Source: an optimization exercise on an open RTL-to-GDS flow (aim: small area). Production flows keep margins and buffers that such runs may drop.
Only simulation tests tie the RTL to the original design; equivalence was not proved.
Power figures rest on the tool's default switching activity, not on a simulated workload.

==> flow/design.v (excerpt) <==
module pov
	(MemOE, MemWR, RamCS, FlashCS, QuadSpiFlashCS,
	ClkPort,
	BtnL, BtnU, BtnD, BtnR,
	BtnC,
	Sw7, Sw6, Sw5, Sw4, Sw3, Sw2, Sw1, Sw0,
	Ld2, Ld1, Ld0,
	JA1,
	JA2,
	JA3,
	JA4
	);
	input		ClkPort;
	input		BtnL, BtnU, BtnD, BtnR, BtnC;
	input		Sw7, Sw6, Sw5, Sw4, Sw3, Sw2, Sw1, Sw0;
	output 	MemOE, MemWR, RamCS, FlashCS, QuadSpiFlashCS;
	output 	Ld0, Ld1, Ld2;
	output wire JA1, JA2, JA4;
	input wire JA3;
	wire clk = ClkPort;
	wire rst = BtnC;
	assign {MemOE, MemWR, RamCS, FlashCS, QuadSpiFlashCS} = 5'b11111;
	assign JA4 = 1'b1;
	reg [4:0] r;
	wire sec_tick = (r == 5'd17);                       
	always @(posedge clk, posedge rst)
		if (rst)
			r <= 5'd18;
		else
			r <= (r == 5'd19) ? 5'd0 : r + 5'd1;
	reg [2:0] sec5;
	wire pix_evt;                                      
	reg [3:0] so, mo, ho;
	reg [2:0] st, mt;
	reg [1:0] ht;
	reg       pending;    
	wire      blank = sec5[2] & sec5[0];   
	wire s1 = (so == 4'd9);
	wire s2 = s1 && (st == 3'd5);
	wire m1 = s2 && (mo == 4'd9);
	wire m2 = m1 && (mt == 3'd5);
	wire hwrap = (ht == 2'd2) && (ho == 4'd4);
	wire [3:0] n_so = s1 ? 4'd0 : so + 4'd1;
	wire [2:0] n_st = s2 ? 3'd0 : (s1 ? st + 3'd1 : st);
	wire [3:0] n_mo = m1 ? 4'd0 : (s2 ? mo + 4'd1 : mo);
	wire [2:0] n_mt = m2 ? 3'd0 : (m1 ? mt + 3'd1 : mt);
	wire [3:0] n_ho = m2 ? ((hwrap || ho == 4'd9) ? 4'd0 : ho + 4'd1) : ho;
  ...
Size in the first run: about 390 cells after synthesis, ~54 flip-flops, about 3000 µm² of cells after synthesis.
export LEC_CHECK = 0
export CAP_MARGIN = 20
export CORE_MARGIN = 2
export CORE_UTILIZATION = 70
export PLACE_DENSITY = 0.8
export SLEW_MARGIN = 20
create_clock -name core_clock -period 10.0 [get_ports {ClkPort}]
standard.sh (not shown) runs the stock make flow with config.mk's settings and CLKGATE_MAP_FILE= SYNTH_SCRIPT=/design/flow/synth_recipe.tcl, a recipe that flattens the netlist after the stock synthesis.
==> flow/flow/run.sh <==
#!/bin/bash
# The standard layout (standard.sh) with these changes:
#  - synthesis: synth_recipe.tcl unchanged, except that ABC maps the logic with
#    an area-oriented script (flow/abc_area.script, built around &deepsyn) and
#    adders are left to ABC instead of being mapped to half/full-adder cells.
#    The synthesis is run with eight &deepsyn seeds, four at a time, each in
#    its own ORFS work folder, and the netlist with the smallest cell area
#    is laid out;
#  - CTS: clkbuf_8 clock buffers and no dummy loads;
#  - ports are buffered with buf_1.
# Logs: synth_s<seed>.log and standard.log hold make's output; each ORFS
# step writes its own log under orfs/logs (orfs_s<seed>/logs for the seeds
# not chosen).
set -euo pipefail
work=$(pwd)
export ADDER_MAP_FILE=
export CTS_ARGS="-sink_clustering_enable -repair_clock_nets -dont_use_dummy_load -buf_list sky130_fd_sc_hd__clkbuf_8 -sink_clustering_size 20 -sink_clustering_max_diameter 100"
export BUFFER_PORTS_ARGS="-buffer_cell sky130_fd_sc_hd__buf_1"

seeds="7 11 20 13 3 1 5 2"
n=0
for seed in $seeds; do
  sed "s/-S 7/-S $seed/" "$work/flow/abc_area.script" > "$work/abc_area_s$seed.script"
  {
    cat <<EOT
proc abc {args} {
  set i [lsearch -exact \$args -script]
  if {\$i >= 0} { lset args [expr {\$i + 1}] {$work/abc_area_s$seed.script} }
  yosys abc {*}\$args
}
EOT
    cat "$work/synth_recipe.tcl"
  } > "$work/area_synth_s$seed.tcl"
  sed -e "s|SYNTH_SCRIPT=[^ ]*|SYNTH_SCRIPT=$work/area_synth_s$seed.tcl|" \
      -e "s|WORK_HOME=[^ ]*|WORK_HOME=$work/orfs_s$seed|" \
      "$work/standard.sh" > "$work/standard_s$seed.sh"
  grep -q "WORK_HOME=$work/orfs_s$seed " "$work/standard_s$seed.sh"
  (bash "$work/standard_s$seed.sh" synth > "$work/synth_s$seed.log" 2>&1) &
  n=$((n + 1))
  if (( n % 4 == 0 )); then wait; fi
done
wait

best=""
best_area=""
for seed in $seeds; do
  stat="$work/orfs_s$seed/reports/sky130hd/pov/base/synth_stat.txt"
  [[ -f "$stat" ]] || continue
  area=$(awk '/Chip area for module/ {print $NF}' "$stat" | tail -1)
  echo "seed $seed: synthesis area $area" >> "$work/synth_choice.log"
  if [[ -z "$best" ]] || awk -v a="$area" -v b="$best_area" 'BEGIN {exit !(a < b)}'; then
    best=$seed
    best_area=$area
  fi
done
[[ -n "$best" ]]
echo "chosen: seed $best" >> "$work/synth_choice.log"
rm -rf "$work/orfs"
mv "$work/orfs_s$best" "$work/orfs"
sed "s|SYNTH_SCRIPT=[^ ]*|SYNTH_SCRIPT=$work/area_synth_s$best.tcl|" "$work/standard.sh" > "$work/area_standard.sh"
bash "$work/area_standard.sh" > "$work/standard.log" 2>&1
==> flow/flow/abc_area.script <==
strash
balance
rewrite
refactor
balance
rewrite
rewrite -z
balance
refactor -z
rewrite -z
balance
&get -n
&deepsyn -T 200 -S 7
&put
dch -f
amap
strash
balance
rewrite
refactor
balance
rewrite
rewrite -z
balance
refactor -z
rewrite -z
balance
dch -f
amap
topo
The baseline finished with timing, DRC and antenna clean.
Then changed:
--- a/flow/flow/run.sh
+++ b/flow/flow/run.sh
@@ -4,7 +4,7 @@
 #    an area-oriented script (flow/abc_area.script, built around &deepsyn) and
 #    adders are left to ABC instead of being mapped to half/full-adder cells.
-#    The synthesis is run with eight &deepsyn seeds, four at a time, each in
-#    its own ORFS work folder, and the netlist with the smallest cell area
-#    is laid out;
+#    The synthesis is run with three &deepsyn seeds in parallel, each in its
+#    own ORFS work folder, and the netlist with the smallest cell area is
+#    laid out;
 #  - CTS: clkbuf_8 clock buffers and no dummy loads;
 #  - ports are buffered with buf_1.
@@ -18,6 +18,5 @@
 export BUFFER_PORTS_ARGS="-buffer_cell sky130_fd_sc_hd__buf_1"
 
-seeds="7 11 20 13 3 1 5 2"
-n=0
+seeds="7 11 20"
 for seed in $seeds; do
   sed "s/-S 7/-S $seed/" "$work/flow/abc_area.script" > "$work/abc_area_s$seed.script"
@@ -37,6 +36,4 @@
   grep -q "WORK_HOME=$work/orfs_s$seed " "$work/standard_s$seed.sh"
   (bash "$work/standard_s$seed.sh" synth > "$work/synth_s$seed.log" 2>&1) &
-  n=$((n + 1))
-  if (( n % 4 == 0 )); then wait; fi
 done
 wait
--- a/flow/flow/abc_area.script
+++ b/flow/flow/abc_area.script
@@ -11,5 +11,5 @@
 balance
 &get -n
-&deepsyn -T 200 -S 7
+&deepsyn -T 90 -S 7
 &put
 dch -f
Outcome: Fmax drops by 15%; count of clock-buffer cells in the layout stays the same; die area rises by 0.47%; setup slack loses 0.71 ns.
Then changed:
==> flow/flow/run.sh (replaced) <==
#!/bin/bash
# The standard layout (standard.sh) with these changes:
#  - synthesis: synth_recipe.tcl unchanged, except that ABC maps the logic with
#    an area-oriented script (flow/abc_area.script, with &deepsyn) and adders
#    are left to ABC
#    instead of being mapped to half/full-adder cells;
#  - CTS: clkbuf_8 clock buffers and no dummy loads;
#  - ports are buffered with buf_1.
# make's output goes to standard.log; each ORFS step writes its own log
# under orfs/logs.
set -euo pipefail
work=$(pwd)
script="$work/flow/abc_area.script"
{
  cat <<EOT
proc abc {args} {
  set i [lsearch -exact \$args -script]
  if {\$i >= 0} { lset args [expr {\$i + 1}] {$script} }
  yosys abc {*}\$args
}
EOT
  cat "$work/synth_recipe.tcl"
} > "$work/area_synth.tcl"
sed "s|SYNTH_SCRIPT=[^ ]*|SYNTH_SCRIPT=$work/area_synth.tcl|" "$work/standard.sh" > "$work/area_standard.sh"
grep -q "SYNTH_SCRIPT=$work/area_synth.tcl" "$work/area_standard.sh"
export ADDER_MAP_FILE=
export CTS_ARGS="-sink_clustering_enable -repair_clock_nets -dont_use_dummy_load -buf_list sky130_fd_sc_hd__clkbuf_8 -sink_clustering_size 20 -sink_clustering_max_diameter 100"
export BUFFER_PORTS_ARGS="-buffer_cell sky130_fd_sc_hd__buf_1"
bash "$work/area_standard.sh" > "$work/standard.log" 2>&1
Maximum frequency went up by 23%. Global-route usage goes up by 2.1 points. Combinational power went up by 62%. Design area came out higher by 2.0%.
Then changed:
==> flow/flow/run.sh (replaced) <==
#!/bin/bash
# The standard layout (standard.sh) with these changes:
#  - synthesis: synth_recipe.tcl unchanged, except that ABC maps the logic with
#    an area-oriented script (flow/abc_area.script, built around &deepsyn) and
#    adders are left to ABC instead of being mapped to half/full-adder cells.
#    The synthesis is run with eight &deepsyn seeds, four at a time, each in
#    its own ORFS work folder, and the netlist with the smallest cell area
#    is laid out;
#  - CTS: clkbuf_8 clock buffers and no dummy loads;
#  - ports are buffered with buf_1.
# Logs: synth_s<seed>.log and standard.log hold make's output; each ORFS
# step writes its own log under orfs/logs (orfs_s<seed>/logs for the seeds
# not chosen).
set -euo pipefail
work=$(pwd)
export ADDER_MAP_FILE=
export CTS_ARGS="-sink_clustering_enable -repair_clock_nets -dont_use_dummy_load -buf_list sky130_fd_sc_hd__clkbuf_8 -sink_clustering_size 20 -sink_clustering_max_diameter 100"
export BUFFER_PORTS_ARGS="-buffer_cell sky130_fd_sc_hd__buf_1"

seeds="7 11 20 13 3 1 5 2"
n=0
for seed in $seeds; do
  sed "s/-S 7/-S $seed/" "$work/flow/abc_area.script" > "$work/abc_area_s$seed.script"
  {
    cat <<EOT
proc abc {args} {
  set i [lsearch -exact \$args -script]
  if {\$i >= 0} { lset args [expr {\$i + 1}] {$work/abc_area_s$seed.script} }
  yosys abc {*}\$args
}
EOT
    cat "$work/synth_recipe.tcl"
  } > "$work/area_synth_s$seed.tcl"
  sed -e "s|SYNTH_SCRIPT=[^ ]*|SYNTH_SCRIPT=$work/area_synth_s$seed.tcl|" \
      -e "s|WORK_HOME=[^ ]*|WORK_HOME=$work/orfs_s$seed|" \
      "$work/standard.sh" > "$work/standard_s$seed.sh"
  grep -q "WORK_HOME=$work/orfs_s$seed " "$work/standard_s$seed.sh"
  (bash "$work/standard_s$seed.sh" synth > "$work/synth_s$seed.log" 2>&1) &
  n=$((n + 1))
  if (( n % 4 == 0 )); then wait; fi
done
wait

best=""
best_area=""
for seed in $seeds; do
  stat="$work/orfs_s$seed/reports/sky130hd/pov/base/synth_stat.txt"
  [[ -f "$stat" ]] || continue
  area=$(awk '/Chip area for module/ {print $NF}' "$stat" | tail -1)
  echo "seed $seed: synthesis area $area" >> "$work/synth_choice.log"
  if [[ -z "$best" ]] || awk -v a="$area" -v b="$best_area" 'BEGIN {exit !(a < b)}'; then
    best=$seed
    best_area=$area
  fi
done
[[ -n "$best" ]]
echo "chosen: seed $best" >> "$work/synth_choice.log"
rm -rf "$work/orfs"
mv "$work/orfs_s$best" "$work/orfs"
sed "s|SYNTH_SCRIPT=[^ ]*|SYNTH_SCRIPT=$work/area_synth_s$best.tcl|" "$work/standard.sh" > "$work/area_standard.sh"
bash "$work/area_standard.sh" > "$work/standard.log" 2>&1
--- a/flow/flow/abc_area.script
+++ b/flow/flow/abc_area.script
@@ -11,5 +11,5 @@
 balance
 &get -n
-&deepsyn -T 90 -S 7
+&deepsyn -T 120 -S 7
 &put
 dch -f
What happened: The changed run passed the timing, DRC and antenna checks. Worst hold slack got worse by 0.012 ns. Cell area is lower by 2.4%. Area after synthesis came out lower by 2.4%.


Another version of the RTL of pov (not shown whole).
For scale: roughly 460 cells after synthesis, roughly 0.0041 mm² of cells after synthesis.
Settings: LEC_CHECK=0, CAP_MARGIN=20, CORE_MARGIN=2, CORE_UTILIZATION=40, SLEW_MARGIN=20; clock period 10.0 ns.
==> flow/flow/run.sh <==
#!/bin/bash
set -euo pipefail
export ADDER_MAP_FILE=
export CTS_ARGS="-sink_clustering_enable -repair_clock_nets -dont_use_dummy_load -buf_list sky130_fd_sc_hd__clkbuf_8 -sink_clustering_size 30 -sink_clustering_max_diameter 100"
export BUFFER_PORTS_ARGS="-buffer_cell sky130_fd_sc_hd__buf_1"
bash standard.sh > standard.log 2>&1
Edit:
==> flow/flow/run.sh (replaced) <==
#!/bin/bash
set -euo pipefail
export ADDER_MAP_FILE=
export CTS_ARGS="-sink_clustering_enable -repair_clock_nets -dont_use_dummy_load -buf_list sky130_fd_sc_hd__clkbuf_4 -sink_clustering_size 20 -sink_clustering_max_diameter 100"
export BUFFER_PORTS_ARGS="-buffer_cell sky130_fd_sc_hd__buf_1"
bash standard.sh > standard.log 2>&1
The changed run finished with timing, DRC and antenna clean; critical path depth is unchanged; utilization is lower by 0.57 points; hold slack is about the same; final cell count is unchanged; sequential power barely changes.


Setup of north:
pov, a different RTL version from the one above (not shown whole).
For scale: roughly 26 I/O pins.
clock: 10.0 ns
lec_check: 0
cap_margin: 20
core_margin: 2
core_utilization: 70
place_density: 0.8
slew_margin: 20
==> flow/flow/run.sh <==
#!/bin/bash
# The standard layout (standard.sh) with these changes:
#  - synthesis: synth_recipe.tcl unchanged, except that ABC maps the logic with
#    an area-oriented script (flow/abc_area.script) and adders are left to ABC
#    instead of being mapped to half/full-adder cells;
#  - CTS: clkbuf_8 clock buffers and no dummy loads;
#  - ports are buffered with buf_1.
# make's output goes to standard.log; each ORFS step writes its own log
# under orfs/logs.
set -euo pipefail
work=$(pwd)
script="$work/flow/abc_area.script"
{
  cat <<EOT
proc abc {args} {
  set i [lsearch -exact \$args -script]
  if {\$i >= 0} { lset args [expr {\$i + 1}] {$script} }
  yosys abc {*}\$args
}
EOT
  cat "$work/synth_recipe.tcl"
} > "$work/area_synth.tcl"
sed "s|SYNTH_SCRIPT=[^ ]*|SYNTH_SCRIPT=$work/area_synth.tcl|" "$work/standard.sh" > "$work/area_standard.sh"
grep -q "SYNTH_SCRIPT=$work/area_synth.tcl" "$work/area_standard.sh"
export ADDER_MAP_FILE=
export CTS_ARGS="-sink_clustering_enable -repair_clock_nets -dont_use_dummy_load -buf_list sky130_fd_sc_hd__clkbuf_8 -sink_clustering_size 20 -sink_clustering_max_diameter 100"
export BUFFER_PORTS_ARGS="-buffer_cell sky130_fd_sc_hd__buf_1"
bash "$work/area_standard.sh" > "$work/standard.log" 2>&1
==> flow/flow/abc_area.script <==
strash
balance
rewrite
refactor
balance
rewrite
rewrite -z
balance
refactor -z
rewrite -z
balance
dch -f
amap
strash
balance
rewrite
refactor
balance
rewrite
rewrite -z
balance
refactor -z
rewrite -z
balance
dch -f
amap
strash
balance
rewrite
refactor
balance
rewrite
rewrite -z
balance
refactor -z
rewrite -z
balance
dch -f
amap
topo
## Diff of input files: south against north
--- a/flow/flow/run.sh
+++ b/flow/flow/run.sh
@@ -4 +4,2 @@
-#    an area-oriented script (flow/abc_area.script) and adders are left to ABC
+#    an area-oriented script (flow/abc_area.script, with &deepsyn) and adders
+#    are left to ABC
--- a/flow/flow/abc_area.script
+++ b/flow/flow/abc_area.script
@@ -12,13 +12,3 @@
-dch -f
-amap
-strash
-balance
-rewrite
-refactor
-balance
-rewrite
-rewrite -z
-balance
-refactor -z
-rewrite -z
-balance
+&get -n
+&deepsyn -T 90 -S 7
+&put
==> comparison <==
Compare north and south | top fanout value on the critical path higher: north
south has post-synthesis simple-gate area fraction below what north had.
south against north: width of the die went down about 3%, met1 track utilization from global routing went down 4.6 points, power after layout went down 54%, clock period minus worst slack went up 0.13 ns.
In south the final cell count without fillers turned out 32 lower than in north.
Of north and south, the run reporting the lower setup slack was south.
Between north and south, the flow reports routed wire length decreasing by more than 10%.
Path length in cells of the critical path: south > north
On fmax, north beats south.

-- re-timing with driven ports --
The flow's constraints put no driver on any port. The routed layouts listed below were extracted and timed again, unchanged, in two steps.
Step 1, drivers: a clkbuf_16 drives ClkPort and a buf_2 each remaining input, both assumed.
Step 2 adds t to the input delays and takes it off the output delays; t is the mean of the earliest and latest rising clock arrival at the registers after step 1. Input paths then give back, and output paths get back, about the clock's delay inside the block.
Slacks: no drivers / after step 1 / after step 2; pairs: no drivers / after step 1.
run | shift t [ns] | setup slack, ns | hold WS [ns] | worst register clock-pin slew, ns
the first run of note 1 | 0.335 | 6.016 / 6.016 / 6.016 | 0.445 / 0.445 / 0.445 | 0.09 / 0.09
the second run of note 1 | 0.325 | 5.308 / 5.308 / 5.308 | 0.451 / 0.451 / 0.451 | 0.09 / 0.09
the third run of note 1 | 0.330 | 6.181 / 6.161 / 6.181 | 0.447 / 0.447 / 0.447 | 0.09 / 0.09
the fourth run of note 1 | 0.324 | 6.089 / 6.089 / 6.089 | 0.435 / 0.435 / 0.435 | 0.09 / 0.09
the first run of note 2 | 0.360 | 6.258 / 6.224 / 6.585 | 0.438 / 0.438 / 0.438 | 0.07 / 0.07
the second run of note 2 | 0.411 | 6.193 / 6.161 / 6.573 | 0.441 / 0.441 / 0.441 | 0.11 / 0.11
north | 0.321 | 6.058 / 6.058 / 6.058 | 0.449 / 0.449 / 0.449 | 0.10 / 0.10
south | 0.328 | 5.931 / 5.931 / 5.931 | 0.440 / 0.440 / 0.440 | 0.09 / 0.09
After both steps every run listed still meets setup and hold.
